This design comes from an exercise in tuning for small area on the open sky130 flow, not from production work.
Only simulation tests tie the RTL to the original design; equivalence was not proved.

### config.mk
export PLATFORM = sky130hd
export DESIGN_NAME = fp16_approx_systolic_array
export DESIGN_NICKNAME = fp16_approx_systolic_array
export VERILOG_FILES = /design/flow/design.v
export SDC_FILE = /design/flow/constraint.sdc
export NUM_CORES = 8
export LEC_CHECK = 0
export CAP_MARGIN = 20
export CORE_MARGIN = 2
export CORE_UTILIZATION = 40
export SLEW_MARGIN = 20
### constraint.sdc
create_clock -name core_clock -period 12.0 [get_ports {clk}]
set_input_delay 2.4000 -clock core_clock [delete_from_list [all_inputs] [get_ports {clk}]]
set_output_delay 2.4000 -clock core_clock [all_outputs]
set_load 0.01 [all_outputs]
### design.v
module fp16_approximate_multiplier (
    input  wire [10:0] a,
    input  wire        a_ok,    
    input  wire [10:0] b,
    input  wire        b_ok,
    output wire [11:0] p
);
    wire [4:0] ea = a[9:5], eb = b[9:5];
    wire [11:0] prod;
    mant_mul mm (.a(a[4:0]), .b(b[4:0]), .s(prod));
    wire norm = prod[11];
    wire [5:0] m = norm ? prod[10:5] : prod[9:4];
    wire [5:0] c;
    wire [4:0] u;
    assign c[0] = norm;
    genvar i;
    generate for (i = 0; i < 5; i = i + 1) begin : g_e
        assign u[i] = ea[i] ^ eb[i] ^ c[i];
        assign c[i+1] = (ea[i] & eb[i]) | (c[i] & (ea[i] ^ eb[i]));
    end endgenerate
    wire u5 = ea[4] ^ c[5];
    wire uf = u5 ^ (norm & (u == 5'd0));
    wire za = !a_ok | (ea == 5'b10000);
    wire zb = !b_ok | (eb == 5'b00001);
    wire ia = a_ok & (ea == 5'b01111);
    wire ib = b_ok & (eb == 5'b00000);
    wire zin = za | zb;
    wire iin = ia | ib;
    wire zero = zin | (!iin & uf);
    wire inf = !zin & (iin | (!uf & (u == 5'd31)));
    assign p[11] = (a[10] & a_ok) ^ (b[10] & b_ok);
    assign p[10:6] = zero ? 5'd0 : inf ? 5'd31 : u;
    assign p[5:0] = (zero | inf) ? 6'd0 : m;
endmodule
module mant_mul (
    input  wire [4:0] a,
    input  wire [4:0] b,
    output wire [11:0] s
);
    wire t1 = (a[0] & b[4]) ^ (a[1] & b[3]);
    wire t2 = (a[0] & b[4]) & (a[1] & b[3]);
    wire t3 = (a[1] & b[4]) ^ (a[2] & b[3]) ^ (a[3] & b[2]);
    wire t4 = ((a[1] & b[4]) & (a[2] & b[3])) | ((a[3] & b[2]) & ((a[1] & b[4]) ^ (a[2] & b[3])));
    wire t5 = (a[4] & b[1]) ^ a[0];
    wire t6 = (a[4] & b[1]) & a[0];
    wire t7 = (a[2] & b[4]) ^ (a[3] & b[3]) ^ (a[4] & b[2]);
    wire t8 = ((a[2] & b[4]) & (a[3] & b[3])) | ((a[4] & b[2]) & ((a[2] & b[4]) ^ (a[3] & b[3])));
    wire t9 = a[1] ^ b[1];
    wire t10 = a[1] & b[1];
    wire t11 = (a[3] & b[4]) ^ (a[4] & b[3]) ^ a[2];
    wire t12 = ((a[3] & b[4]) & (a[4] & b[3])) | (a[2] & ((a[3] & b[4]) ^ (a[4] & b[3])));
    wire t13 = (a[0] & b[3]) ^ (a[1] & b[2]);
    wire t14 = (a[0] & b[3]) & (a[1] & b[2]);
    wire t15 = t1 ^ (a[2] & b[2]) ^ (a[3] & b[1]);
    wire t16 = (t1 & (a[2] & b[2])) | ((a[3] & b[1]) & (t1 ^ (a[2] & b[2])));
    wire t17 = t2 ^ t3 ^ t5;
    wire t18 = (t2 & t3) | (t5 & (t2 ^ t3));
    wire t19 = t4 ^ t6 ^ t7;
    wire t20 = (t4 & t6) | (t7 & (t4 ^ t6));
    wire t21 = t8 ^ t10 ^ t11;
    wire t22 = (t8 & t10) | (t11 & (t8 ^ t10));
    wire t23 = t12 ^ (a[4] & b[4]) ^ a[3];
    wire t24 = (t12 & (a[4] & b[4])) | (a[3] & (t12 ^ (a[4] & b[4])));
    wire t25 = (a[0] & b[2]) ^ (a[1] & b[1]);
    wire t26 = (a[0] & b[2]) & (a[1] & b[1]);
    wire t27 = t13 ^ (a[2] & b[1]) ^ (a[3] & b[0]);
    wire t28 = (t13 & (a[2] & b[1])) | ((a[3] & b[0]) & (t13 ^ (a[2] & b[1])));
    wire t29 = t14 ^ t15 ^ (a[4] & b[0]);
    wire t30 = (t14 & t15) | ((a[4] & b[0]) & (t14 ^ t15));
    wire t31 = t16 ^ t17 ^ b[0];
    wire t32 = (t16 & t17) | (b[0] & (t16 ^ t17));
    wire t33 = t18 ^ t19 ^ t9;
    wire t34 = (t18 & t19) | (t9 & (t18 ^ t19));
    wire t35 = t20 ^ t21 ^ b[2];
    wire t36 = (t20 & t21) | (b[2] & (t20 ^ t21));
    wire t37 = t22 ^ t23 ^ b[3];
    wire t38 = (t22 & t23) | (b[3] & (t22 ^ t23));
    wire t39 = t24 ^ a[4] ^ b[4];
    wire t40 = (t24 & a[4]) | (b[4] & (t24 ^ a[4]));
    wire [12:0] c;
    assign c[0] = 1'b0;
    assign s[0] = (a[0] & b[0]) ^ 1'b0 ^ c[0];
    assign c[1] = ((a[0] & b[0]) & 1'b0) | (c[0] & ((a[0] & b[0]) ^ 1'b0));
    assign s[1] = (a[0] & b[1]) ^ (a[1] & b[0]) ^ c[1];
    assign c[2] = ((a[0] & b[1]) & (a[1] & b[0])) | (c[1] & ((a[0] & b[1]) ^ (a[1] & b[0])));
    assign s[2] = t25 ^ (a[2] & b[0]) ^ c[2];
    assign c[3] = (t25 & (a[2] & b[0])) | (c[2] & (t25 ^ (a[2] & b[0])));
    assign s[3] = t26 ^ t27 ^ c[3];
    assign c[4] = (t26 & t27) | (c[3] & (t26 ^ t27));
    assign s[4] = t28 ^ t29 ^ c[4];
    assign c[5] = (t28 & t29) | (c[4] & (t28 ^ t29));
    assign s[5] = t30 ^ t31 ^ c[5];
    assign c[6] = (t30 & t31) | (c[5] & (t30 ^ t31));
    assign s[6] = t32 ^ t33 ^ c[6];
    assign c[7] = (t32 & t33) | (c[6] & (t32 ^ t33));
    assign s[7] = t34 ^ t35 ^ c[7];
    assign c[8] = (t34 & t35) | (c[7] & (t34 ^ t35));
    assign s[8] = t36 ^ t37 ^ c[8];
    assign c[9] = (t36 & t37) | (c[8] & (t36 ^ t37));
    assign s[9] = t38 ^ t39 ^ c[9];
    assign c[10] = (t38 & t39) | (c[9] & (t38 ^ t39));
    assign s[10] = t40 ^ 1'b1 ^ c[10];
    assign c[11] = (t40 & 1'b1) | (c[10] & (t40 ^ 1'b1));
    assign s[11] = 1'b0 ^ 1'b0 ^ c[11];
    assign c[12] = (1'b0 & 1'b0) | (c[11] & (1'b0 ^ 1'b0));
endmodule
module fp16_approximate_adder (
    input  wire [15:0] x_in,
    input  wire [11:0] y,
    input  wire        clr,     
    input  wire        hold,    
    output wire [15:0] r
);
    wire sy = hold ? x_in[15] : y[11];
    wire [15:0] x = clr ? {sy, 15'd0} : x_in;
    wire sx = x[15];
    wire [4:0] ex = x[14:10], ey = y[10:6];
    wire [9:0] mx = x[9:0];
    wire [5:0] my = y[5:0];
    genvar i;
    wire [6:0] bc;
    assign bc[0] = 1'b0;
    generate for (i = 0; i < 6; i = i + 1) begin : g_bm
        assign bc[i+1] = (!mx[i+4] & my[i]) | (!(mx[i+4] ^ my[i]) & bc[i]);
    end endgenerate
    wire bm = bc[6];
    wire [5:0] tb;
    wire [5:0] t;
    assign tb[0] = 1'b0;
    generate for (i = 0; i < 5; i = i + 1) begin : g_t
        assign t[i] = ex[i] ^ ey[i] ^ tb[i];
        assign tb[i+1] = (!ex[i] & ey[i]) | (!(ex[i] ^ ey[i]) & tb[i]);
    end endgenerate
    assign t[5] = tb[5];
    wire tz = t[4:0] == 5'd0;
    wire x_ge = !t[5] & (!tz | !bm);
    wire sh4 = !((t[5:2] == 4'b0000) | ((t[5:2] == 4'b1111) & (t[1] | t[0])));
    wire sh1 = !sh4 & t[0];
    wire sh2 = !sh4 & (t[1] ^ (t[0] & t[5]));
    wire [4:0] el = x_ge ? ex : ey;
    wire hx = ex != 5'd0, hy = ey != 5'd0;
    wire [10:0] L = x_ge ? {1'b1, mx} : {1'b1, my, 4'd0};
    wire [10:0] S = x_ge ? {hy, my, 4'd0} : {hx, mx};
    wire o0 = !sh4 & !sh1 & !sh2, o1 = sh1 & !sh2, o2 = !sh1 & sh2, o3 = sh1 & sh2, o4 = sh4;
    wire [14:0] Sx = {4'b0, S};
    wire [10:0] S3;
    generate for (i = 0; i < 11; i = i + 1) begin : g_sh
        assign S3[i] = (o0 & Sx[i]) | (o1 & Sx[i+1]) | (o2 & Sx[i+2]) | (o3 & Sx[i+3]) | (o4 & Sx[i+4]);
    end endgenerate
    wire sub = sx ^ sy;
    wire [10:0] B = S3 ^ {11{sub}};
    wire [11:0] cc;
    wire [11:0] sum;
    assign cc[0] = sub;
    generate for (i = 0; i < 11; i = i + 1) begin : g_s
        assign sum[i] = L[i] ^ B[i] ^ cc[i];
        assign cc[i+1] = (L[i] & B[i]) | (cc[i] & (L[i] ^ B[i]));
    end endgenerate
    assign sum[11] = cc[11] & !sub;
    wire up = sum[11], dn = !sum[11] & !sum[10];
    wire kp = !sum[11] & sum[10];
    wire [11:0] sx0 = {sum[10:0], 1'b0};
    wire [9:0] mr;
    generate for (i = 0; i < 10; i = i + 1) begin : g_n
        assign mr[i] = (up & sum[i+1]) | (kp & sum[i]) | (dn & sx0[i]);
    end endgenerate
    wire [5:0] k;
    wire [4:0] er;
    assign k[0] = up | dn;
    generate for (i = 0; i < 5; i = i + 1) begin : g_e
        assign er[i] = el[i] ^ k[i];
        assign k[i+1] = k[i] & (el[i] ^ dn);
    end endgenerate
    wire zero = !clr & !hold & (x_ge ? !hx : !hy);
    wire inf = !zero & (er == 5'd31);
    assign r[15] = x_ge ? sx : sy;
    assign r[14:10] = zero ? 5'd0 : er;
    assign r[9:0] = (zero | inf) ? 10'd0 : mr;
endmodule
module fp16_approx_mac_unit (
    input  wire        clk,
    input  wire        rst_n,
    input  wire        enable,
    input  wire        clr_d,
    input  wire        p_ok,    
    input  wire [10:0] a,       
    input  wire        a_ok,    
    input  wire [10:0] w,
    input  wire        w_ok,
    output reg  [15:0] acc_out
);
    wire [11:0] p;
    reg  [11:0] p_reg;
    fp16_approximate_multiplier mult (.a(a), .a_ok(a_ok), .b(w), .b_ok(w_ok), .p(p));
    always @(posedge clk) begin
        if (enable)
            p_reg <= p;
    end
    wire live = enable & p_ok;
    wire [11:0] y = {p_reg[11], p_reg[10:0] & {11{live}}};
    wire [15:0] s;
    fp16_approximate_adder adder (.x_in(acc_out), .y(y), .clr(clr_d & enable), .hold(!enable), .r(s));
    always @(posedge clk or negedge rst_n) begin
        if (!rst_n)
            acc_out <= 16'h0000;
        else
            acc_out <= s;
    end
endmodule
module fp16_approx_systolic_array #(
    parameter SIZE = 8,
    parameter APPROX_MULT_BITS = 6,
    parameter APPROX_ALIGN = 4
)(
    input wire clk,
    input wire rst_n,
    input wire enable,
    input wire acc_clear,
    input wire [15:0] a_in_0,
    input wire [15:0] a_in_1,
    input wire [15:0] a_in_2,
    input wire [15:0] a_in_3,
    input wire [15:0] a_in_4,
    input wire [15:0] a_in_5,
    input wire [15:0] a_in_6,
    input wire [15:0] a_in_7,
    input wire [15:0] w_in_0,
    input wire [15:0] w_in_1,
    input wire [15:0] w_in_2,
    input wire [15:0] w_in_3,
    input wire [15:0] w_in_4,
    input wire [15:0] w_in_5,
    input wire [15:0] w_in_6,
    input wire [15:0] w_in_7,
    output wire [15:0] acc_out_00,
    output wire [15:0] acc_out_01,
    output wire [15:0] acc_out_02,
    output wire [15:0] acc_out_03,
    output wire [15:0] acc_out_04,
    output wire [15:0] acc_out_05,
    output wire [15:0] acc_out_06,
    output wire [15:0] acc_out_07,
    output wire [15:0] acc_out_10,
    output wire [15:0] acc_out_11,
    output wire [15:0] acc_out_12,
    output wire [15:0] acc_out_13,
    output wire [15:0] acc_out_14,
    output wire [15:0] acc_out_15,
    output wire [15:0] acc_out_16,
    output wire [15:0] acc_out_17,
    output wire [15:0] acc_out_20,
    output wire [15:0] acc_out_21,
    output wire [15:0] acc_out_22,
    output wire [15:0] acc_out_23,
    output wire [15:0] acc_out_24,
    output wire [15:0] acc_out_25,
    output wire [15:0] acc_out_26,
    output wire [15:0] acc_out_27,
    output wire [15:0] acc_out_30,
    output wire [15:0] acc_out_31,
    output wire [15:0] acc_out_32,
    output wire [15:0] acc_out_33,
    output wire [15:0] acc_out_34,
    output wire [15:0] acc_out_35,
    output wire [15:0] acc_out_36,
    output wire [15:0] acc_out_37,
    output wire [15:0] acc_out_40,
    output wire [15:0] acc_out_41,
    output wire [15:0] acc_out_42,
    output wire [15:0] acc_out_43,
    output wire [15:0] acc_out_44,
    output wire [15:0] acc_out_45,
    output wire [15:0] acc_out_46,
    output wire [15:0] acc_out_47,
    output wire [15:0] acc_out_50,
    output wire [15:0] acc_out_51,
    output wire [15:0] acc_out_52,
    output wire [15:0] acc_out_53,
    output wire [15:0] acc_out_54,
    output wire [15:0] acc_out_55,
    output wire [15:0] acc_out_56,
    output wire [15:0] acc_out_57,
    output wire [15:0] acc_out_60,
    output wire [15:0] acc_out_61,
    output wire [15:0] acc_out_62,
    output wire [15:0] acc_out_63,
    output wire [15:0] acc_out_64,
    output wire [15:0] acc_out_65,
    output wire [15:0] acc_out_66,
    output wire [15:0] acc_out_67,
    output wire [15:0] acc_out_70,
    output wire [15:0] acc_out_71,
    output wire [15:0] acc_out_72,
    output wire [15:0] acc_out_73,
    output wire [15:0] acc_out_74,
    output wire [15:0] acc_out_75,
    output wire [15:0] acc_out_76,
    output wire [15:0] acc_out_77
);
    wire [15:0] a_in [0:7];
    wire [15:0] w_in [0:7];
    wire [15:0] acc  [0:7][0:7];
    assign a_in[0] = a_in_0;
    assign w_in[0] = w_in_0;
    assign a_in[1] = a_in_1;
    assign w_in[1] = w_in_1;
    assign a_in[2] = a_in_2;
    assign w_in[2] = w_in_2;
    assign a_in[3] = a_in_3;
    assign w_in[3] = w_in_3;
    assign a_in[4] = a_in_4;
    assign w_in[4] = w_in_4;
    assign a_in[5] = a_in_5;
    assign w_in[5] = w_in_5;
    assign a_in[6] = a_in_6;
    assign w_in[6] = w_in_6;
    assign a_in[7] = a_in_7;
    assign w_in[7] = w_in_7;
    assign acc_out_00 = acc[0][0];
    assign acc_out_01 = acc[0][1];
    assign acc_out_02 = acc[0][2];
    assign acc_out_03 = acc[0][3];
    assign acc_out_04 = acc[0][4];
    assign acc_out_05 = acc[0][5];
    assign acc_out_06 = acc[0][6];
    assign acc_out_07 = acc[0][7];
    assign acc_out_10 = acc[1][0];
    assign acc_out_11 = acc[1][1];
    assign acc_out_12 = acc[1][2];
    assign acc_out_13 = acc[1][3];
    assign acc_out_14 = acc[1][4];
    assign acc_out_15 = acc[1][5];
    assign acc_out_16 = acc[1][6];
    assign acc_out_17 = acc[1][7];
    assign acc_out_20 = acc[2][0];
    assign acc_out_21 = acc[2][1];
    assign acc_out_22 = acc[2][2];
    assign acc_out_23 = acc[2][3];
    assign acc_out_24 = acc[2][4];
    assign acc_out_25 = acc[2][5];
    assign acc_out_26 = acc[2][6];
    assign acc_out_27 = acc[2][7];
    assign acc_out_30 = acc[3][0];
    assign acc_out_31 = acc[3][1];
    assign acc_out_32 = acc[3][2];
    assign acc_out_33 = acc[3][3];
    assign acc_out_34 = acc[3][4];
    assign acc_out_35 = acc[3][5];
    assign acc_out_36 = acc[3][6];
    assign acc_out_37 = acc[3][7];
    assign acc_out_40 = acc[4][0];
    assign acc_out_41 = acc[4][1];
    assign acc_out_42 = acc[4][2];
    assign acc_out_43 = acc[4][3];
    assign acc_out_44 = acc[4][4];
    assign acc_out_45 = acc[4][5];
    assign acc_out_46 = acc[4][6];
    assign acc_out_47 = acc[4][7];
    assign acc_out_50 = acc[5][0];
    assign acc_out_51 = acc[5][1];
    assign acc_out_52 = acc[5][2];
    assign acc_out_53 = acc[5][3];
    assign acc_out_54 = acc[5][4];
    assign acc_out_55 = acc[5][5];
    assign acc_out_56 = acc[5][6];
    assign acc_out_57 = acc[5][7];
    assign acc_out_60 = acc[6][0];
    assign acc_out_61 = acc[6][1];
    assign acc_out_62 = acc[6][2];
    assign acc_out_63 = acc[6][3];
    assign acc_out_64 = acc[6][4];
    assign acc_out_65 = acc[6][5];
    assign acc_out_66 = acc[6][6];
    assign acc_out_67 = acc[6][7];
    assign acc_out_70 = acc[7][0];
    assign acc_out_71 = acc[7][1];
    assign acc_out_72 = acc[7][2];
    assign acc_out_73 = acc[7][3];
    assign acc_out_74 = acc[7][4];
    assign acc_out_75 = acc[7][5];
    assign acc_out_76 = acc[7][6];
    assign acc_out_77 = acc[7][7];
    reg [10:0] a_dl [0:7][1:8];
    reg [10:0] w_dl [0:7][1:8];
    integer i, k;
    always @(posedge clk) begin
        if (enable) begin
            for (i = 0; i < 8; i = i + 1) begin
                a_dl[i][1] <= {a_in[i][15], a_in[i][14:10] ^ 5'b10000, a_in[i][9:5]};
                w_dl[i][1] <= {w_in[i][15], w_in[i][14:10] + 5'd1, w_in[i][9:5]};
                for (k = 2; k <= 8; k = k + 1) begin
                    a_dl[i][k] <= a_dl[i][k-1];
                    w_dl[i][k] <= w_dl[i][k-1];
                end
            end
        end
    end
    reg [8:1] fill;
    reg clr_d;
    always @(posedge clk or negedge rst_n) begin
        if (!rst_n) begin
            fill <= 8'd0;
            clr_d <= 1'b0;
        end else if (enable) begin
            fill <= {fill[7:1], 1'b1};
            clr_d <= acc_clear;
        end
    end
    genvar r, c;
    generate
        for (r = 0; r < 8; r = r + 1) begin : gen_row
            for (c = 0; c < 8; c = c + 1) begin : gen_col
                fp16_approx_mac_unit pe (
                    .clk(clk), .rst_n(rst_n), .enable(enable), .clr_d(clr_d), .p_ok(fill[1]),
                    .a(a_dl[r][c+1]), .a_ok(fill[c+1]),
                    .w(w_dl[c][r+1]), .w_ok(fill[r+1]),
                    .acc_out(acc[r][c])
                );
            end
        end
    endgenerate
endmodule
### run.sh
#!/bin/bash
# synth_recipe.tcl (not shown) runs the flow's synth.tcl, then flattens the netlist and writes it again
# the make line also repeats each setting of config.mk as NAME=value (left out here)
make -C /OpenROAD-flow-scripts/flow DESIGN_CONFIG=/design/flow/config.mk WORK_HOME=/design/flow/orfs CLKGATE_MAP_FILE= SYNTH_SCRIPT=/design/flow/synth_recipe.tcl finish
==> metrics.yaml, run 1 <==
finalSetupViolations: 0
vias_per_cell: 5.60
r2r-end: "gen_row[0].gen_col[5].pe.acc_out[4]"
cts-buffers-inserted: 398
wl_met3_um: 69500
synth_top_flop_cell: "edfxtp_1"
wl_met2_um: 440000
dieHeight_um: 836
track_usage_pct: 27.2
coreArea_um2: 690000
clock_tree.root_cell: "clkbuf_16"
area_delta_synth_final_pct: 20.1
crit_fanout: 12
grt_max_degree: 140
wire_per_inst_um: 23.6
post_cts_buffers: 0
async_reset_ff_share_pct: 32.2
wirelength_um: 975000
yosysUniqueCellTypes: 125
rows: 305
fin_crit_ns: 11.65
grt_remaining_overflow: 0
dr.max_layer_used: "met5"
first_global_vias: 227287
start_util_pct: 40.1
crit_type: "in -> reg"
start_kind: "input pin"
drt_iter0_markers: 21747
worst-path-buf-inv: 8
drcViolationCount: 0
multiInputGateArea_um2: 174000
antenna_found_initial: 75
relSlewSlack_pct: 23.7
final_area_um2: 333000
drive_gt1_share_pct: 13.5
cp.required_ns: 12.93
status: "timing/DRC/antenna clean"
drv_cap: 0
synthesis.nets: 32487
hold_viol_final: 0
wl_met1_um: 422000
path_clk_slew_ns: 0.06
place_congestion: 0.955
clock_latency_ns: 1.12
hold_start: "a_dl[41][10]"
end_kind: "flop"
rsz0062_at_grt: "no"
min_to: "a_dl[42][10]"
hold_slack_ns: 0.428
finalCritPeriodShare_pct: 97.1
htreeDepth: 5
die_w_um: 836
worstMarginPinSlew_ns: 1.14
dp_hpwl_um: 787000
r2r_slack_ns: 1.23
synth.avg_cell_area_um2: 9.62
final_common_cell: "nand2_1"
nets: 35425
most-common-layout-cells: "nand2_1, nor2_1, buf_4, inv_1, fa_1"
crit_family: "adder cells"
whs_path_depth: 0
largest_register_ffs: 1024
synth-seq-cells: 3209
drtPass1Iterations: 11
slowest_delay_ns: 0.67
ys_seq_area_share_pct: 32.9
postRouteAntennaNets: 0
critical-path-slowest-cell: "or4b_2"
max_freq_ghz: 0.0858
clock_skew_ns: 0.110
vias: 231310
synth_edf_count: 2176
clock-sinks: 3209
holdCritPathClass: "reg -> reg"
num-fill-cells: 64448
reg2reg_depth: 39
io-pin-count: 1284
final_max_slew_viol_count: 0
netlist_instances: 28763
clk_path_buf_depth: 4
io_buffer_count: 1203
yosysWarnings: 6
timing.critical_path.mode_cell: "fa_1"
dieArea_um2: 699000
cts_tree: "built"
netlist_area_um2: 277000
grt_pass1_wl_um: 1460000
placed_area_um2: 319000
reg2reg_from: "clr_d"
cp.arrival_ns: 12.58
seq_area_um2: 91200
## stage by stage
step / TNS (ns) / setup WS, ns / instances / utilization [%]
after floorplan: -0.0623 / -0.0320 / 28763 / -
after global placement: -134.52 / -0.497 / 40508 / 46.2
after detailed placement: -203.95 / -0.692 / 40510 / 46.2
after CTS: 0 / 0.411 / 41254 / 48.2
after global routing: 0 / 0.0173 / 41265 / 48.2
final: 0 / 0.350 / 41283 / 48.2
## timing repair
item	CTS	global route
endpoints found under the setup margin	0	23
hold endpoints to repair	0	0
hold buffers	0	0
gates resized for setup	0	8
## worst max-delay path by stage
| stage | endpoint | startpoint | depth (start not counted) |
|---|---|---|---|
| finish | gen_row[0].gen_col[5].pe.acc_out[4] | enable | 41 |
| global route | gen_row[7].gen_col[0].pe.acc_out[7] | enable | 41 |
| CTS | gen_row[0].gen_col[5].pe.acc_out[1] | enable | 40 |
| detailed placement | gen_row[0].gen_col[5].pe.acc_out[1] | enable | 40 |
| global placement | gen_row[5].gen_col[0].pe.acc_out[1] | enable | 41 |
| floorplan | gen_row[4].gen_col[1].pe.acc_out[8] | enable | 48 |
## routing by layer
layer	vias up	global-route usage, %
met1	115265	37.7
li1	106553	-
met3	1382	4.45
met2	8104	43.2
met5	-	0
met4	6	9.99
## worst reg2reg max path: cells and delay by family (launching register included)
family / cells / cell delay (ns)
buffers and inverters: 6 / 0.89
AND/OR/NAND/NOR: 7 / 1.86
multiplexers: 2 / 0.43
adder cells (fa/ha/maj): 15 / 5.23
AO/OA/AOI/OAI: 9 / 1.57
flip-flops: 1 / 0.70
## cell type report
type / count / area share [%]
multi-input cells: 21892 / 52.4
flip-flops and latches: 3209 / 27.4
repair buffers: 3834 / 9.89
well taps: 9210 / 3.47
clock buffers: 466 / 3.15
inverters: 2366 / 2.67
clock inverters: 278 / 0.990
diodes: 28 / 0.0211
## Yosys cell counts (51+ instances only)
| cell type | number | area [µm²] |
|---|---|---|
| o211a_1 | 63 | 631 |
| nand3b_1 | 112 | 841 |
| nor2_1 | 2987 | 11200 |
| a31o_2 | 81 | 709 |
| xnor2_1 | 948 | 8300 |
| and2_1 | 991 | 6200 |
| nor4_1 | 218 | 1360 |
| nor3_1 | 434 | 2170 |
| or3_1 | 95 | 594 |
| mux2_2 | 156 | 1760 |
| nand2b_1 | 151 | 945 |
| ha_1 | 968 | 12100 |
| nand4_1 | 244 | 1530 |
| a32oi_1 | 56 | 490 |
| buf_1 | 86 | 323 |
| a31oi_1 | 317 | 1980 |
| xor2_1 | 495 | 4340 |
| o31ai_1 | 60 | 450 |
| nor2b_1 | 241 | 1510 |
| a22o_1 | 103 | 902 |
| o221ai_1 | 51 | 447 |
| buf_2 | 309 | 1550 |
| a211oi_1 | 455 | 3420 |
| inv_1 | 2362 | 8870 |
| fa_1 | 2496 | 50000 |
| dfrtp_1 | 1033 | 25800 |
| nor3b_1 | 203 | 1520 |
| o22ai_1 | 395 | 2470 |
| clkbuf_1 | 858 | 3220 |
| a222oi_1 | 145 | 1450 |
| o211ai_1 | 63 | 473 |
| nand2_1 | 3229 | 12100 |
| o21ai_0 | 1220 | 6110 |
| mux2i_1 | 931 | 9320 |
| a21o_1 | 125 | 938 |
| nand4b_1 | 71 | 622 |
| a221oi_1 | 160 | 1400 |
| edfxtp_1 | 2176 | 65300 |
| o21a_1 | 117 | 878 |
| a2111oi_0 | 80 | 701 |
| a22oi_1 | 330 | 2480 |
| a21oi_1 | 1090 | 5460 |
| and3_1 | 590 | 3690 |
| nand3_1 | 788 | 3940 |
## cells by family after synthesis
group                    synth area share, %
AND/OR/NAND/NOR                         17.9
flip-flops                              32.9
AO/OA/AOI/OAI                           12.9
multiplexers                            4.06
XOR/XNOR                                4.57
buffers and inverters                   5.18
adder cells (fa/ha/maj)                 22.4
==> run 2, diff against run 1 <==
==> flow/run.sh (new file) <==
#!/bin/bash
# Own flow: the standard layout (standard.sh), with one change in synthesis: the final ABC
# technology mapping uses an area-oriented script (flow/area.abc) instead of ORFS's
# abc_speed/abc_area scripts. Everything else (the Yosys passes before it, the registers, and
# every layout step) is the standard flow's.
set -euo pipefail
here=$(pwd)
# synth_recipe.tcl with the abc command's -script argument replaced
{
  cat <<TCL
proc abc {args} {
  set i [lsearch -exact \$args -script]
  if {\$i >= 0} { lset args [expr {\$i + 1}] {$here/flow/area.abc} }
  puts "own flow: abc -script [lindex \$args [expr {\$i + 1}]]"
  yosys abc {*}\$args
}
TCL
  cat synth_recipe.tcl
} > own_synth.tcl
bash standard.sh SYNTH_SCRIPT="$here/own_synth.tcl" synth > synth.log 2>&1
bash standard.sh SYNTH_SCRIPT="$here/own_synth.tcl" finish > layout.log 2>&1
==> flow/area.abc (new file) <==
strash
&get -n
&st
&dch
&nf -a -R 1000
&put
==> standard.sh (new file) <==
#!/bin/bash
# synth_recipe.tcl (not shown) runs the flow's synth.tcl, then flattens the netlist and writes it again
# the make line also repeats each setting of config.mk as NAME=value (left out here)
make -C /OpenROAD-flow-scripts/flow DESIGN_CONFIG=/design/flow/config.mk WORK_HOME=/design/flow/orfs CLKGATE_MAP_FILE= SYNTH_SCRIPT=/design/flow/synth_recipe.tcl "${@:-finish}"
removed: run.sh
==> run 2 against run 1 <==
- sequential share of layout area up 2.0 points
- setup slack better by 0.28 ns
- global-route usage down 1.8 points
- final cell count down 9.0%
- via count down 11%
- synthesized cell count down 12%
- critical endpoint is now gen_row[2].gen_col[3].pe.acc_out[2]
- count of clock-buffer cells in the layout up 27
- wire length down 14%
- clock skew down 0.042 ns
- design area down 6.7%
- largest cell class unchanged
==> metrics.yaml, run 2 <==
status: "timing/DRC/antenna clean"
dieArea_um2: 646000  # -7.6%
area_delta_synth_final_pct: 21.4
synthesis.nets: 28998  # -11%
worstMarginPinSlew_ns: 1.15  # +0.0122 ns
synthAdderAreaFrac_pct: 24.3  # +1.8 points
worst_slack_ns: 0.628  # +0.278 ns
most-common-layout-cells: "nand2_1, nor2_1, clkinv_1, edfxtp_1, fa_1"
wirelength_um: 835000  # -14%
place_congestion: 0.935  # -2.1%
antenna_found_initial: 45  # -40%
synth.avg_cell_area_um2: 10.1  # +5.1%
clock_latency_ns: 1.07  # -0.05 ns
drt_iter0_markers: 16220  # -25%
async_reset_ff_share_pct: 32.2  # unchanged
largest_register_ffs: 1024  # unchanged
track_usage_pct: 25.4  # -1.8 points
drtPass1Iterations: 13  # +2
clock_skew_ns: 0.0682  # -0.0417 ns
postRouteAntennaNets: 0  # unchanged
start_util_pct: 40.2  # about the same
synth_top_flop_cell: "edfxtp_1"
end_kind: "flop"
yosysWarnings: 6  # unchanged
drv_cap: 0  # unchanged
num-fill-cells: 58500  # -9.2%
first_global_vias: 204327  # -10%
cts_tree: "built"
synthSimpleGateAreaFrac_pct: 17.5  # -0.39 points
post_cts_buffers: 0  # unchanged
clock-sinks: 3209  # unchanged
rows: 293  # -3.9%
yosys-top-cells-count: "nand2_1, fa_1, nor2_1"
wire_per_inst_um: 22.2  # -5.9%
io_buffer_count: 1203  # unchanged
start_kind: "input pin"
grt_remaining_overflow: 0  # unchanged
synth_edf_count: 2176  # unchanged
synth.area.top_cells: "edfxtp_1, fa_1, dfrtp_1, nand2_1, ha_1"
grt_max_degree: 133  # -5.0%
io-pin-count: 1284  # unchanged
yosysUniqueCellTypes: 52  # -58%
cp.required_ns: 12.95  # +0.02 ns
yosysMostFrequentCell: "nand2_1"
vias: 205216  # -11%
synthMuxAreaShare_pct: 2.31  # -1.7 points
final_max_slew_viol_count: 0  # unchanged
clock_tree.root_cell: "clkbuf_16"
relSlewSlack_pct: 22.2  # -1.5 points
place_ws_ns: -0.340  # +0.353 ns
path_clk_slew_ns: 0.06  # about the same
dp_hpwl_um: 681000  # -13%
grt_pass1_wl_um: 1260000  # -14%
hold_slack_ns: 0.411  # -0.0168 ns
yosysTopAreaCell: "edfxtp_1"
finalSetupViolations: 0  # unchanged
netlist_instances: 25274  # -12%
clk_path_buf_depth: 4  # unchanged
cts-buffers-inserted: 393  # -1.3%
cp.arrival_ns: 12.33  # -0.25 ns
synth_top_family_by_area: "adder cells"
worst-path-buf-inv: 7  # -1
die_w_um: 804  # -3.9%
yosysTopAreaCellShare_pct: 25.5  # +1.9 points
cts_resized: 0  # unchanged
slowest_delay_ns: 0.49  # -0.18 ns
final_common_cell: "nand2_1"
netlist_area_um2: 256000  # -7.6%
nets: 32519  # -8.2%
coreArea_um2: 637000  # -7.7%
crit_fanout: 33  # +21
drcViolationCount: 0  # unchanged
rsz0062_at_grt: "no"
htreeDepth: 5  # unchanged
max_freq_ghz: 0.0879  # +2.4%
holdCritPathClass: "reg -> reg"
synth_compound_area_share_pct: 11.7  # -1.2 points
drive_gt1_share_pct: 11.6  # -1.9 points
hold_viol_final: 0  # unchanged
finalCritPeriodShare_pct: 94.8  # -2.3 points
fin_crit_ns: 11.37  # -0.278 ns
yosys.area_share.xor_xnor_pct: 5.24  # +0.68 points
synth-seq-cells: 3209  # unchanged
ys_seq_area_share_pct: 35.7  # +2.7 points
critical-path-slowest-cell: "fa_1"
dieHeight_um: 804  # -3.9%
crit_family: "adder cells"
timing.critical_path.mode_cell: "fa_1"
vias_per_cell: 5.46  # -2.5%
crit_type: "in -> reg"
holdBufCountCts: 0  # unchanged
==> run 2: changes by cell type in the layout (fill, tap and decap cells not counted), moves of 386 or more <==
cell / before / now
clkinv_1: 43 / 2248
inv_1: 2352 / 0
and2_0: 3 / 902
nor2_1: 2970 / 2371
xor2_1: 495 / 956
o22ai_1: 388 / 1079
xnor2_1: 948 / 562
buf_4: 2547 / 1846
and2_1: 988 / 6
==> run 2: layer usage <==
metal / vias to the layer above / part of all wire (%) / wire length, µm / track usage [%]
met1: 101949 / 41 / 345000 / 32.8
met3: 1316 / 5.9 / 48900 / 3.62
met5: - / 0.013 / 110 / 0
met2: 5931 / 47 / 392000 / 41.9
li1: 96004 / - / - / -
met4: 16 / 5.9 / 49100 / 12.5
==> run 2: cells by family (layout without fill, tap and decap cells) <==
family / Yosys count / after routing
simple gates: 9557 / 9557
mux: 589 / 589
flops: 3209 / 3209
xor+xnor: 1531 / 1531
buf+inv: 2225 / 6088
fa+ha+maj: 3464 / 3464
compound gates: 4699 / 4699
other cells: 0 / 21
==> run 2: final timing paths <==
path,start,to,slack [ns],cells after the start
min in group asynchronous,rst_n,fill[5],1.26,1
setup reg to reg,fill[1],gen_row[7].gen_col[1].pe.acc_out[0],1.60,37
hold / removal,a_dl[57][10],a_dl[58][10],0.41,0
setup / recovery,enable,gen_row[2].gen_col[3].pe.acc_out[2],0.63,41
hold reg to reg,a_dl[57][10],a_dl[58][10],0.41,0
max in group asynchronous,rst_n,gen_row[1].gen_col[0].pe.acc_out[4],8.40,3
==> run 2: final cells by class <==
type | count | area, µm² | area share, %
Multi-Input combinational cell | 19840 | 159000 | 51.4
Tap cell | 8407 | 10500 | 3.39
Timing Repair Buffer | 3126 | 27500 | 8.84
Inverter | 2225 | 8380 | 2.70
Sequential cell | 3209 | 91200 | 29.4
Antenna cell | 21 | 52.6 | 0.0169
Clock inverter | 244 | 2810 | 0.906
Clock buffer | 493 | 10600 | 3.41
==> run 2: metrics by stage <==
step,instances,instance area (µm²),setup TNS (ns),util [%]
final,37565,310000,0,48.7
after global routing,37556,310000,0,48.7
after CTS,37543,310000,0,48.7
after detailed placement,36806,297000,-34.65,46.6
after global placement,36806,297000,-6.28,46.6
after floorplan,25274,259000,-3737.03,-
==> run 3, diff against run 2 <==
--- a/design.v
+++ b/design.v
@@ -107,11 +107,10 @@
 module fp16_approximate_adder (
-    input  wire [15:0] x_in,
+    input  wire [15:0] x,
     input  wire [11:0] y,
-    input  wire        clr,     
-    input  wire        hold,    
+    input  wire        clr,
+    input  wire        kill,
     output wire [15:0] r
 );
-    wire sy = hold ? x_in[15] : y[11];
-    wire [15:0] x = clr ? {sy, 15'd0} : x_in;
     wire sx = x[15];
+    wire sy = y[11];
     wire [4:0] ex = x[14:10], ey = y[10:6];
@@ -135,3 +134,3 @@
     wire tz = t[4:0] == 5'd0;
-    wire x_ge = !t[5] & (!tz | !bm);
+    wire x_ge = kill | (!clr & !t[5] & (!tz | !bm));
     wire sh4 = !((t[5:2] == 4'b0000) | ((t[5:2] == 4'b1111) & (t[1] | t[0])));
@@ -143,3 +142,5 @@
     wire [10:0] S = x_ge ? {hy, my, 4'd0} : {hx, mx};
-    wire o0 = !sh4 & !sh1 & !sh2, o1 = sh1 & !sh2, o2 = !sh1 & sh2, o3 = sh1 & sh2, o4 = sh4;
+    wire nz = !(clr | kill);
+    wire o0 = nz & !sh4 & !sh1 & !sh2, o1 = nz & sh1 & !sh2, o2 = nz & !sh1 & sh2,
+         o3 = nz & sh1 & sh2, o4 = nz & sh4;
     wire [14:0] Sx = {4'b0, S};
@@ -173,3 +174,3 @@
     end endgenerate
-    wire zero = !clr & !hold & (x_ge ? !hx : !hy);
+    wire zero = !clr & (x_ge ? !hx : !hy);
     wire inf = !zero & (er == 5'd31);
@@ -198,6 +199,4 @@
     end
-    wire live = enable & p_ok;
-    wire [11:0] y = {p_reg[11], p_reg[10:0] & {11{live}}};
     wire [15:0] s;
-    fp16_approximate_adder adder (.x_in(acc_out), .y(y), .clr(clr_d & enable), .hold(!enable), .r(s));
+    fp16_approximate_adder adder (.x(acc_out), .y(p_reg), .clr(clr_d), .kill(!p_ok), .r(s));
     always @(posedge clk or negedge rst_n) begin
@@ -205,3 +204,3 @@
             acc_out <= 16'h0000;
-        else
+        else if (enable)
             acc_out <= s;
--- a/flow/run.sh
+++ b/flow/run.sh
@@ -1,6 +1,6 @@
 #!/bin/bash
-# Own flow: the standard layout (standard.sh), with one change in synthesis: the final ABC
-# technology mapping uses an area-oriented script (flow/area.abc) instead of ORFS's
-# abc_speed/abc_area scripts. Everything else (the Yosys passes before it, the registers, and
-# every layout step) is the standard flow's.
+# Own flow: the standard layout (standard.sh), with two changes in synthesis: Yosys's synth
+# runs without its generic ABC pass (-noabc), and the final ABC technology mapping uses an
+# area-oriented script (flow/area.abc) instead of ORFS's abc_speed/abc_area scripts. Everything
+# else (the Yosys passes, the registers, and every layout step) is the standard flow's.
 set -euo pipefail
@@ -17,3 +17,7 @@
 TCL
-  cat synth_recipe.tcl
+  head -n 1 synth_recipe.tcl
+  # replaces synth_recipe.tcl's synth (its first line) with one that also skips the generic ABC
+  # pass inside synth's fine stage, so that extract_fa sees the adders as written
+  echo 'proc synth {args} { yosys synth -nofsm -noshare -noabc {*}$args }'
+  tail -n +2 synth_recipe.tcl
 } > own_synth.tcl
--- a/config.mk
+++ b/config.mk
@@ -9,3 +9,6 @@
 export CORE_MARGIN = 2
-export CORE_UTILIZATION = 40
+export CORE_UTILIZATION = 60
+export CTS_BUF_LIST = sky130_fd_sc_hd__clkbuf_8
+export GPL_TIMING_DRIVEN = 0
+export PLACE_DENSITY = 0.72
 export SLEW_MARGIN = 20
==> run 3 against run 2 <==
- critical path depth decreased by 7
- worst hold slack improved by 0.030 ns
- sequential share of layout area increased by 2.6 points
- sequential cell count unchanged
- setup slack got worse by 0.068 ns
- design area decreased by 8.1%
- largest cell class unchanged
==> metrics.yaml, run 3 <==
status: "timing/DRC/antenna clean"
end_kind: "flop"
clk_path_buf_depth: 4  # unchanged
crit_fanout: 24  # -27%
htreeDepth: 6  # +1
rsz0062_at_grt: "no"
drtPass1Iterations: 7  # -6
finalCritPeriodShare_pct: 95.3  # +0.57 points
yosysMostFrequentCell: "fa_1"
synth_top_flop_cell: "edfxtp_1"
drcViolationCount: 0  # unchanged
critical-path-slowest-cell: "nor2b_2"
grt_pass1_wl_um: 1170000  # -7.3%
clock_latency_ns: 1.27  # +0.20 ns
dieHeight_um: 651  # -19%
vias: 195108  # -4.9%
worst-path-buf-inv: 4  # -3
netlist_instances: 23243  # -8.0%
yosysUniqueCellTypes: 60  # +15%
worstMarginPinSlew_ns: 1.23  # +0.0823 ns
cts_tree: "built"
antenna_found_initial: 52  # +16%
synth.area.top_cells: "edfxtp_1, fa_1, dfrtp_1, ha_1, o22ai_1"
clock-sinks: 3209  # unchanged
start_kind: "flop"
relSlewSlack_pct: 17.4  # -4.8 points
die_w_um: 651  # -19%
crit_type: "reg -> reg"
r2r_slack_ns: 0.56  # -1.04 ns
crit_family: "adder cells"
clock_tree.root_cell: "clkbuf_8"
coreArea_um2: 417000  # -35%
start_util_pct: 60.3  # +20 points
drive_gt1_share_pct: 4.39  # -7.2 points
cp.required_ns: 13.06  # +0.11 ns
dr.max_layer_used: "met5"
clock_skew_ns: 0.0587  # -0.00958 ns
grt_remaining_overflow: 0  # unchanged
nets: 28937  # -11%
cp.arrival_ns: 12.50  # +0.17 ns
io-pin-count: 1284  # unchanged
hold_viol_final: 0  # unchanged
synth.avg_cell_area_um2: 10.8  # +6.8%
drt_iter0_markers: 18170  # +12%
fin_crit_ns: 11.44  # +0.0679 ns
dieArea_um2: 424000  # -34%
postRouteAntennaNets: 0  # unchanged
ys_seq_area_share_pct: 36.3  # +0.64 points
track_usage_pct: 36.2  # +11 points
finalSetupViolations: 0  # unchanged
synth-seq-cells: 3209  # unchanged
most-common-layout-cells: "fa_1, nor2_1, edfxtp_1, o22ai_1, nand2_1"
wl_met1_um: 285000  # -17%
vias_per_cell: 6.26  # +15%
slowest_delay_ns: 0.57  # +0.08 ns
holdCritPathClass: "reg -> reg"
yosys-top-cells-count: "fa_1, nor2_1, edfxtp_1"
async_reset_ff_share_pct: 32.2  # unchanged
drv_cap: 0  # unchanged
io_buffer_count: 1203  # unchanged
max_freq_ghz: 0.0874  # -0.59%
yosysTopAreaCellShare_pct: 26.0  # +0.46 points
synth_edf_count: 2176  # unchanged
netlist_area_um2: 251000  # -1.8%
yosysTopAreaCell: "edfxtp_1"
largest_register_ffs: 1024  # unchanged
num-fill-cells: 31915  # -45%
placed_area_um2: 273000  # -8.1%
final_common_cell: "fa_1"
wirelength_um: 773000  # -7.4%
layout.cells.non_filler: 31176  # -17%
path_clk_slew_ns: 0.07  # about the same
dp_hpwl_um: 605000  # -11%
place_congestion: 0.969  # +3.6%
timing.critical_path.mode_cell: "fa_1"
final_max_slew_viol_count: 0  # unchanged
yosysWarnings: 6  # unchanged
wl_met3_um: 56500  # +16%
wire_per_inst_um: 24.8  # +12%
wl_met2_um: 354000  # -9.5%
grt_max_degree: 172  # +29%
synthesis.nets: 27031  # -6.8%
cts-buffers-inserted: 583  # +48%
area_delta_synth_final_pct: 13.5
final_util_pct: 68.4  # +20 points
first_global_vias: 192269  # -5.9%
final_area_um2: 285000  # -8.1%
rows: 237  # -19%
post-place-cells: 30053  # -18%
run 3: kinds of logic after synthesis:
kind of cell	Yosys count	share of synthesized area, %
AOI/OAI and AO/OA	5296	13.3
xor gates and xnor gates	1536	5.36
adders and majority gates	3528	25.2
buffers and inverters	1288	1.92
DFF	3209	36.3
muxes	795	3.22
and+or+nand+nor	7591	14.6
run 3: per-stage QoR:
step	worst slack (ns)	hold WS [ns]	TNS (ns)
after floorplan	0.00424	0.427	0
after global placement	-164.37	0.430	-
after detailed placement	-0.272	0.433	-3.09
after CTS	0.0313	0.439	0
after global routing	0.00801	0.452	0
final	0.560	0.441	0
run 3: routing by layer:
| layer | GRT usage, % | vias up |
|---|---|---|
| li1 | - | 88658 |
| met1 | 43.9 | 96458 |
| met2 | 56.8 | 7953 |
| met3 | 6.60 | 2005 |
| met4 | 29.8 | 34 |
| met5 | 0 | - |
run 3: final timing paths:
kind	depth (start not counted)	startpoint	end
worst max register to register	34	gen_row[5].gen_col[1].pe.acc_out[10]	gen_row[5].gen_col[1].pe.acc_out[6]
worst max-delay path	34	gen_row[5].gen_col[1].pe.acc_out[10]	gen_row[5].gen_col[1].pe.acc_out[6]
worst min register to register	0	a_dl[29][10]	a_dl[30][10]
worst min-delay path	0	a_dl[29][10]	a_dl[30][10]
max in group asynchronous	4	rst_n	clr_d
min in group asynchronous	1	rst_n	gen_row[4].gen_col[7].pe.acc_out[0]
run 3: cell type report:
type	count	area (µm²)	share of cell area [%]
flip-flops and latches	3209	91200	32.0
repair buffers	1321	14500	5.08
multi-input cells	18746	156000	54.6
clock buffers	641	8820	3.09
clock inverters	436	3010	1.06
diodes	38	95.1	0.0333
inverters	1288	4840	1.70
well taps	5497	6880	2.41
run 3: repair_timing:
action | in CTS | in global routing
cloned | 0 | 0
hold buffers | 0 | 0
pin swaps | 0 | 3
setup buffers | 0 | 4
hold endpoints to repair | 0 | 0
resized for setup | 5 | 37
endpoints found under the setup margin | 39 | 264
==> run 4, diff against run 3 <==
--- a/config.mk
+++ b/config.mk
@@ -9,6 +9,3 @@
 export CORE_MARGIN = 2
-export CORE_UTILIZATION = 60
-export CTS_BUF_LIST = sky130_fd_sc_hd__clkbuf_8
-export GPL_TIMING_DRIVEN = 0
-export PLACE_DENSITY = 0.72
+export CORE_UTILIZATION = 40
 export SLEW_MARGIN = 20
==> run 4 against run 3 <==
- utilization down 22 points
- still clean
- via count down 0.98%
- sequential share of layout area down 0.56 points
- wire length up 9.6%
- critical path type unchanged
- setup slack better by 0.25 ns
- highest routed layer unchanged
==> metrics.yaml, run 4 <==
status: "timing/DRC/antenna clean"
place_ws_ns: 0.988  # +1.26 ns
drive_gt1_share_pct: 3.85  # -0.54 points
synth_top_family_by_area: "adder cells"
most-common-layout-cells: "fa_1, nor2_1, edfxtp_1, o22ai_1, nand2_1"
htreeDepth: 5  # -1
synthAdderAreaFrac_pct: 25.2  # unchanged
netlist_instances: 23243  # unchanged
vias_per_cell: 5.70  # -8.9%
vias: 193203  # -0.98%
yosys-top-cells-count: "fa_1, nor2_1, edfxtp_1"
hold_viol_final: 0  # unchanged
synth_compound_area_share_pct: 13.3  # unchanged
final_common_cell: "fa_1"
final_area_um2: 290000  # +1.8%
synth_top_flop_cell: "edfxtp_1"
coreArea_um2: 627000  # +50%
cts_tree: "built"
rsz0062_at_grt: "no"
postRouteAntennaNets: 0  # unchanged
io_buffer_count: 1203  # unchanged
synth-seq-cells: 3209  # unchanged
crit_type: "reg -> reg"
dieArea_um2: 634000  # +50%
dieHeight_um: 796  # +22%
max_freq_ghz: 0.0893  # +2.2%
grt_max_degree: 159  # -7.6%
cp.required_ns: 12.90  # -0.16 ns
antenna_found_initial: 82  # +58%
track_usage_pct: 26.2  # -10 points
crit_family: "adder cells"
clock_tree.root_cell: "clkbuf_16"
place_congestion: 0.953  # -1.7%
start_kind: "flop"
post-place-cells: 33115  # +10%
yosys.area_share.xor_xnor_pct: 5.36  # unchanged
ys_seq_area_share_pct: 36.3  # unchanged
grt_remaining_overflow: 0  # unchanged
yosysUniqueCellTypes: 60  # unchanged
end_kind: "flop"
clk_path_buf_depth: 4  # unchanged
nets: 28943  # +0.021%
cp.arrival_ns: 12.10  # -0.40 ns
synthMuxAreaShare_pct: 3.22  # unchanged
clock_skew_ns: 0.0650  # +0.00635 ns
holdCritPathClass: "reg -> reg"
die_w_um: 796  # +22%
grt_pass1_wl_um: 1260000  # +7.3%
drcViolationCount: 0  # unchanged
synth_edf_count: 2176  # unchanged
wire_per_inst_um: 25.0  # +0.82%
reg2reg_depth: 37  # +8.8%
setup-tns-final_ns: 0  # unchanged
drt_iter0_markers: 15724  # -13%
yosysWarnings: 6  # unchanged
layout.cells.non_filler: 33902  # +8.7%
synthSimpleGateAreaFrac_pct: 14.6  # unchanged
io-pin-count: 1284  # unchanged
finalCritPeriodShare_pct: 93.3  # -2.1 points
slowest_delay_ns: 0.84  # +0.27 ns
area_delta_synth_final_pct: 15.6
holdBufCountCts: 0  # unchanged
whs_path_depth: 0  # unchanged
relSlewSlack_pct: 30.3  # +13 points
clock-sinks: 3209  # unchanged
worst_slack_ns: 0.806  # +0.246 ns
synth.avg_cell_area_um2: 10.8  # unchanged
yosysTopAreaCell: "edfxtp_1"
cp.depth: 37  # +8.8%
drtPass1Iterations: 8  # +1
async_reset_ff_share_pct: 32.2  # unchanged
largest_register_ffs: 1024  # unchanged
placed_area_um2: 277000  # +1.3%
hold_slack_ns: 0.449  # +0.00840 ns
num-fill-cells: 57984  # +82%
synthesis.nets: 27031  # unchanged
synth.area.top_cells: "edfxtp_1, fa_1, dfrtp_1, ha_1, o22ai_1"
yosysMostFrequentCell: "fa_1"
fin_crit_ns: 11.19  # -0.246 ns
cts_resized: 0  # -5
clock_latency_ns: 1.07  # -0.20 ns
worstMarginPinSlew_ns: 1.05  # -0.189 ns
crit_fanout: 29  # +21%
netlist_area_um2: 251000  # unchanged
final_max_slew_viol_count: 0  # unchanged
rows: 291  # +23%
dp_hpwl_um: 671000  # +11%
wirelength_um: 847000  # +9.6%
finalSetupViolations: 0  # unchanged
drv_cap: 0  # unchanged
post_cts_buffers: 0  # unchanged
first_global_vias: 192314  # +0.023%
start_util_pct: 40.1  # -20 points
path_clk_slew_ns: 0.06  # about the same
critical-path-slowest-cell: "o31a_1"
yosysTopAreaCellShare_pct: 26.0  # unchanged
worst-path-buf-inv: 2  # -2
timing.critical_path.mode_cell: "fa_1"
cts-buffers-inserted: 388  # -33%
-- run 4: cell families (layout without fill, tap and decap cells) --
family                   Yosys count  in the layout
AND/OR/NAND/NOR                 7591           7591
AO/OA/AOI/OAI                   5296           5296
adder cells (fa/ha/maj)         3528           3528
flip-flops                      3209           3209
XOR/XNOR                        1536           1536
buffers and inverters           1288           3541
multiplexers                     795            795
other                              0             56
-- run 4: final timing paths --
path	slack (ns)	to	startpoint
worst max-delay path	0.81	gen_row[2].gen_col[1].pe.acc_out[8]	gen_row[2].gen_col[1].pe.acc_out[10]
worst min-delay path	0.45	a_dl[21][10]	a_dl[20][10]
worst max register to register	0.81	gen_row[2].gen_col[1].pe.acc_out[8]	gen_row[2].gen_col[1].pe.acc_out[10]
worst min register to register	0.45	a_dl[21][10]	a_dl[20][10]
max in group asynchronous	8.35	gen_row[3].gen_col[5].pe.acc_out[5]	rst_n
min in group asynchronous	1.31	gen_row[4].gen_col[7].pe.acc_out[9]	rst_n
-- run 4: per-layer routing --
metal | up-vias | track usage, % | wire length (µm) | share of wire [%]
li1 | 88584 | - | - | -
met3 | 1645 | 4.70 | 53100 | 6.3
met2 | 6591 | 43.2 | 401000 | 47
met1 | 96347 | 31.0 | 319000 | 38
met5 | - | 0 | 236 | 0.028
met4 | 36 | 18.8 | 73600 | 8.7
-- run 4: through the flow --
step / utilization [%]
floorplan: -
global placement: 44.1
detailed placement: 44.1
CTS: 46.3
global route: 46.3
finish: 46.3
-- run 4: cell type report --
| class | count | area, µm² | share of cell area [%] |
|---|---|---|---|
| timing repair buffer | 1522 | 14700 | 5.07 |
| clock buffer | 480 | 10400 | 3.60 |
| sequential | 3209 | 91200 | 31.4 |
| clock inverter | 251 | 3220 | 1.11 |
| antenna | 56 | 140 | 0.0483 |
| multi-input combinational | 18746 | 155000 | 53.5 |
| inverter | 1288 | 4840 | 1.67 |
| tap | 8350 | 10400 | 3.60 |
==> run 5, diff against run 4 <==
--- a/design.v
+++ b/design.v
@@ -162,2 +162,6 @@
     wire kp = !sum[11] & sum[10];
+    wire zero = !clr & (x_ge ? !hx : !hy);
+    wire upm = up & !zero & (el != 5'd30);
+    wire kpm = kp & !zero & (el != 5'd31);
+    wire dnm = dn & !zero & (el != 5'd0);
     wire [11:0] sx0 = {sum[10:0], 1'b0};
@@ -165,3 +169,3 @@
     generate for (i = 0; i < 10; i = i + 1) begin : g_n
-        assign mr[i] = (up & sum[i+1]) | (kp & sum[i]) | (dn & sx0[i]);
+        assign mr[i] = (upm & sum[i+1]) | (kpm & sum[i]) | (dnm & sx0[i]);
     end endgenerate
@@ -174,7 +178,5 @@
     end endgenerate
-    wire zero = !clr & (x_ge ? !hx : !hy);
-    wire inf = !zero & (er == 5'd31);
     assign r[15] = x_ge ? sx : sy;
     assign r[14:10] = zero ? 5'd0 : er;
-    assign r[9:0] = (zero | inf) ? 10'd0 : mr;
+    assign r[9:0] = mr;
 endmodule
--- a/flow/run.sh
+++ b/flow/run.sh
@@ -4,3 +4,4 @@
 # area-oriented script (flow/area.abc) instead of ORFS's abc_speed/abc_area scripts. Everything
-# else (the Yosys passes, the registers, and every layout step) is the standard flow's.
+# else (the Yosys passes, the registers, and every layout step) is the standard flow's, except
+# for the clock tree synthesis options (cts_args below) and the port buffers' cell.
 set -euo pipefail
@@ -23,3 +24,7 @@
 } > own_synth.tcl
+# clock tree: larger sink clusters and no dummy loads (fewer clock buffers)
+cts_args="-sink_clustering_enable -repair_clock_nets -dont_use_dummy_load -sink_clustering_size 20 -sink_clustering_max_diameter 100"
 bash standard.sh SYNTH_SCRIPT="$here/own_synth.tcl" synth > synth.log 2>&1
-bash standard.sh SYNTH_SCRIPT="$here/own_synth.tcl" finish > layout.log 2>&1
+# every input and output port still gets its buffer, the smallest one (buf_1)
+bash standard.sh SYNTH_SCRIPT="$here/own_synth.tcl" CTS_ARGS="$cts_args" \
+  BUFFER_PORTS_ARGS="-buffer_cell sky130_fd_sc_hd__buf_1" finish > layout.log 2>&1
--- a/config.mk
+++ b/config.mk
@@ -9,3 +9,5 @@
 export CORE_MARGIN = 2
-export CORE_UTILIZATION = 40
+export CORE_UTILIZATION = 60
+export GPL_TIMING_DRIVEN = 0
+export PLACE_DENSITY = 0.72
 export SLEW_MARGIN = 20
==> run 5 against run 4 <==
- design area fell by 5.4%
- die area fell by 33%
- non-clock buffer count fell by 35
- global-route usage rose by 7.7 points
- fmax rose by 6.8%
- clock skew fell by 0.0041 ns
- via count fell by 0.57%
- register-to-register slack improved by 0.72 ns
- worst hold slack improved by 0.0024 ns
==> metrics.yaml, run 5 <==
critPathCapture: "gen_row[3].gen_col[6].pe.acc_out[2]"
post_cts_buffers: 0  # unchanged
clock_skew_ns: 0.0609  # -0.00407 ns
netlist_area_um2: 252000  # +0.37%
netlist_instances: 23041  # -0.87%
start_util_pct: 60.1  # +20 points
wirelength_um: 727000  # -14%
cts-buffers-inserted: 195  # -50%
finalSetupViolations: 0  # unchanged
critical-path-slowest-cell: "nor3_1"
hold_viol_final: 0  # unchanged
rsz0062_at_grt: "no"
cts_tree: "built"
fin_crit_ns: 10.48  # -0.716 ns
worstMarginPinSlew_ns: 1.20  # +0.150 ns
drt_iter0_markers: 19525  # +24%
cp.arrival_ns: 11.34  # -0.76 ns
yosysUniqueCellTypes: 60  # unchanged
synth_top_flop_cell: "edfxtp_1"
grt_pass1_wl_um: 1120000  # -11%
path_clk_slew_ns: 0.08  # +0.02 ns
reg2reg_from: "gen_row[3].gen_col[6].pe.acc_out[10]"
synth_edf_count: 2176  # unchanged
htreeDepth: 4  # -1
grt_max_degree: 48  # -70%
crit_fanout: 40  # +38%
yosysMostFrequentCell: "fa_1"
holdBufCountCts: 0  # unchanged
yosysWarnings: 6  # unchanged
slowest_delay_ns: 0.90  # +0.06 ns
timing.critical_path.mode_cell: "fa_1"
synth.avg_cell_area_um2: 10.9  # +1.3%
most-common-layout-cells: "fa_1, nor2_1, edfxtp_1, nand2_1, and2_0"
die_w_um: 652  # -18%
vias: 192095  # -0.57%
first_global_vias: 187562  # -2.5%
largest_register_ffs: 1024  # unchanged
reg2reg_depth: 30  # -19%
synth.area.top_cells: "edfxtp_1, fa_1, dfrtp_1, ha_1, nor2_1"
antenna_found_initial: 38  # -54%
grt_remaining_overflow: 0  # unchanged
track_usage_pct: 33.9  # +7.7 points
clock-sinks: 3209  # unchanged
drcViolationCount: 0  # unchanged
vias_per_cell: 6.35  # +11%
drive_gt1_share_pct: 2.88  # -0.97 points
io_buffer_count: 1203  # unchanged
dieArea_um2: 425000  # -33%
final_max_slew_viol_count: 0  # unchanged
nets: 28513  # -1.5%
async_reset_ff_share_pct: 32.2  # unchanged
dieHeight_um: 652  # -18%
relSlewSlack_pct: 20.2  # -10 points
ys_seq_area_share_pct: 36.2  # -0.14 points
synthesis.nets: 26829  # -0.75%
met2_usage_pct: 53.8  # +11 points
rows: 238  # -18%
yosys-top-cells-count: "fa_1, nor2_1, edfxtp_1"
area_delta_synth_final_pct: 8.93
end_kind: "flop"
start_kind: "flop"
hold_slack_ns: 0.452  # +0.00243 ns
drv_cap: 0  # unchanged
clock_tree.root_cell: "clkbuf_16"
holdCritPathClass: "reg -> reg"
crit_type: "reg -> reg"
wire_per_inst_um: 24.0  # -3.9%
drtPass1Iterations: 14  # +6
yosysTopAreaCellShare_pct: 25.9  # -0.097 points
setup-tns-final_ns: 0  # unchanged
io-pin-count: 1284  # unchanged
final_common_cell: "fa_1"
cp-startpoint: "gen_row[3].gen_col[6].pe.acc_out[10]"
busiest_layer: "met2"
clk_path_buf_depth: 4  # unchanged
clock_latency_ns: 0.98  # -0.09 ns
cts_resized: 0  # unchanged
grtUsageMet1_pct: 44.1  # +13 points
dp_hpwl_um: 580000  # -14%
status: "timing/DRC/antenna clean"
r2r_slack_ns: 1.52  # +0.72 ns
max_freq_ghz: 0.0954  # +6.8%
synth-seq-cells: 3209  # unchanged
postRouteAntennaNets: 0  # unchanged
met3_usage_pct: 5.16  # +0.47 points
cp.required_ns: 12.86  # -0.04 ns
coreArea_um2: 419000  # -33%
finalCritPeriodShare_pct: 87.3  # -6.0 points
yosysTopAreaCell: "edfxtp_1"
place_congestion: 0.968  # +1.6%
r2r-end: "gen_row[3].gen_col[6].pe.acc_out[2]"
## run 5: worst min-delay path by stage
| stage | from | end | slack [ns] | cells after the start |
|---|---|---|---|---|
| 6_report | a_dl[8][10] | a_dl[9][10] | 0.45 | 0 |
| 2_1_floorplan | a_dl[10][10] | a_dl[11][10] | 0.43 | 0 |
| 4_1_cts | a_dl[8][10] | a_dl[9][10] | 0.45 | 0 |
| 3_5_place_dp | a_dl[8][10] | a_dl[9][10] | 0.43 | 0 |
| 5_1_grt | w_dl[32][10] | w_dl[33][10] | 0.46 | 0 |
| 3_3_place_gp | a_dl[8][10] | a_dl[9][10] | 0.43 | 0 |
## run 5: final cells by class
class	instances	area (µm²)
Sequential cell	3209	91200
Inverter	1182	4440
Timing Repair Buffer	1487	9350
Clock buffer	195	4880
Multi-Input combinational cell	18650	158000
Tap cell	5520	6910
Fill cell	32854	145000
Antenna cell	29	72.6
## run 5: cell families after synthesis
group / synth area share [%]
compound gates: 12.2
mux: 4.14
flops: 36.2
fa+ha+maj: 25.1
simple gates: 15.3
xor+xnor: 5.34
buf+inv: 1.76
## run 5: critical path, delay by kind of cell (launching register included)
| kind | cells | cell delay, ns |
|---|---|---|
| compound gates | 3 | 1.17 |
| simple gates | 7 | 2.00 |
| flops | 1 | 0.36 |
| mux | 1 | 0.51 |
| xor+xnor | 1 | 0.15 |
| buf+inv | 2 | 0.20 |
| fa+ha+maj | 16 | 6.01 |
## run 5: per-layer routing
layer,vias up,share of wire (%)
li1,87443,-
met1,95767,39
met2,7436,46
met3,1437,7.2
met4,12,7.6
met5,-,0.011
## run 5: through the flow
step / instance area [µm²] / utilization (%) / std cells / setup WS [ns]
6_report: 275000 / 65.5 / 30272 / 1.52
5_1_grt: 275000 / 65.5 / 30259 / 0.977
4_1_cts: 274000 / 65.4 / 30242 / 1.69
3_5_place_dp: 269000 / 64.3 / 30047 / 1.70
3_3_place_gp: 264000 / 62.9 / 29764 / -167.59
2_1_floorplan: 252000 / - / 23041 / 1.23

re-timing with driven ports:
No port has a modelled driver above. Below, the same layouts with a new extraction and two added sets of constraints. Step 1: set_driving_cell puts a clkbuf_16 on clk and a buf_2 on each other input, an assumption about the parent block. Step 2 times the ports against the registers' clock, not the clock port: input delays grow and output delays shrink by t, the midpoint of the rising clock arrivals with the driver on. a / b / c = ideal / step 1 / step 2; a / b = the first two.
run	t, ns	setup WS [ns]	worst setup path at the end	worst register clock-pin slew, ns	cell pins on the clock port's net
run 1	1.204	0.350 / 0.277 / -0.927	input to register	0.07 / 0.07	1
run 2	1.160	0.628 / 0.709 / -0.451	input to register	0.07 / 0.07	1
run 3	1.368	0.560 / 0.560 / 0.560	register to register	0.08 / 0.08	1
run 4	1.179	0.806 / 0.806 / 0.806	register to register	0.07 / 0.07	1
run 5	1.072	1.522 / 1.522 / 1.522	register to register	0.10 / 0.10	1
Met with ideal ports but missed after step 2: setup timing in run 1 and run 2. For run 1, which loses most, drivers alone change the setup slack by -0.073 ns; drivers and shift together by -1.277 ns.
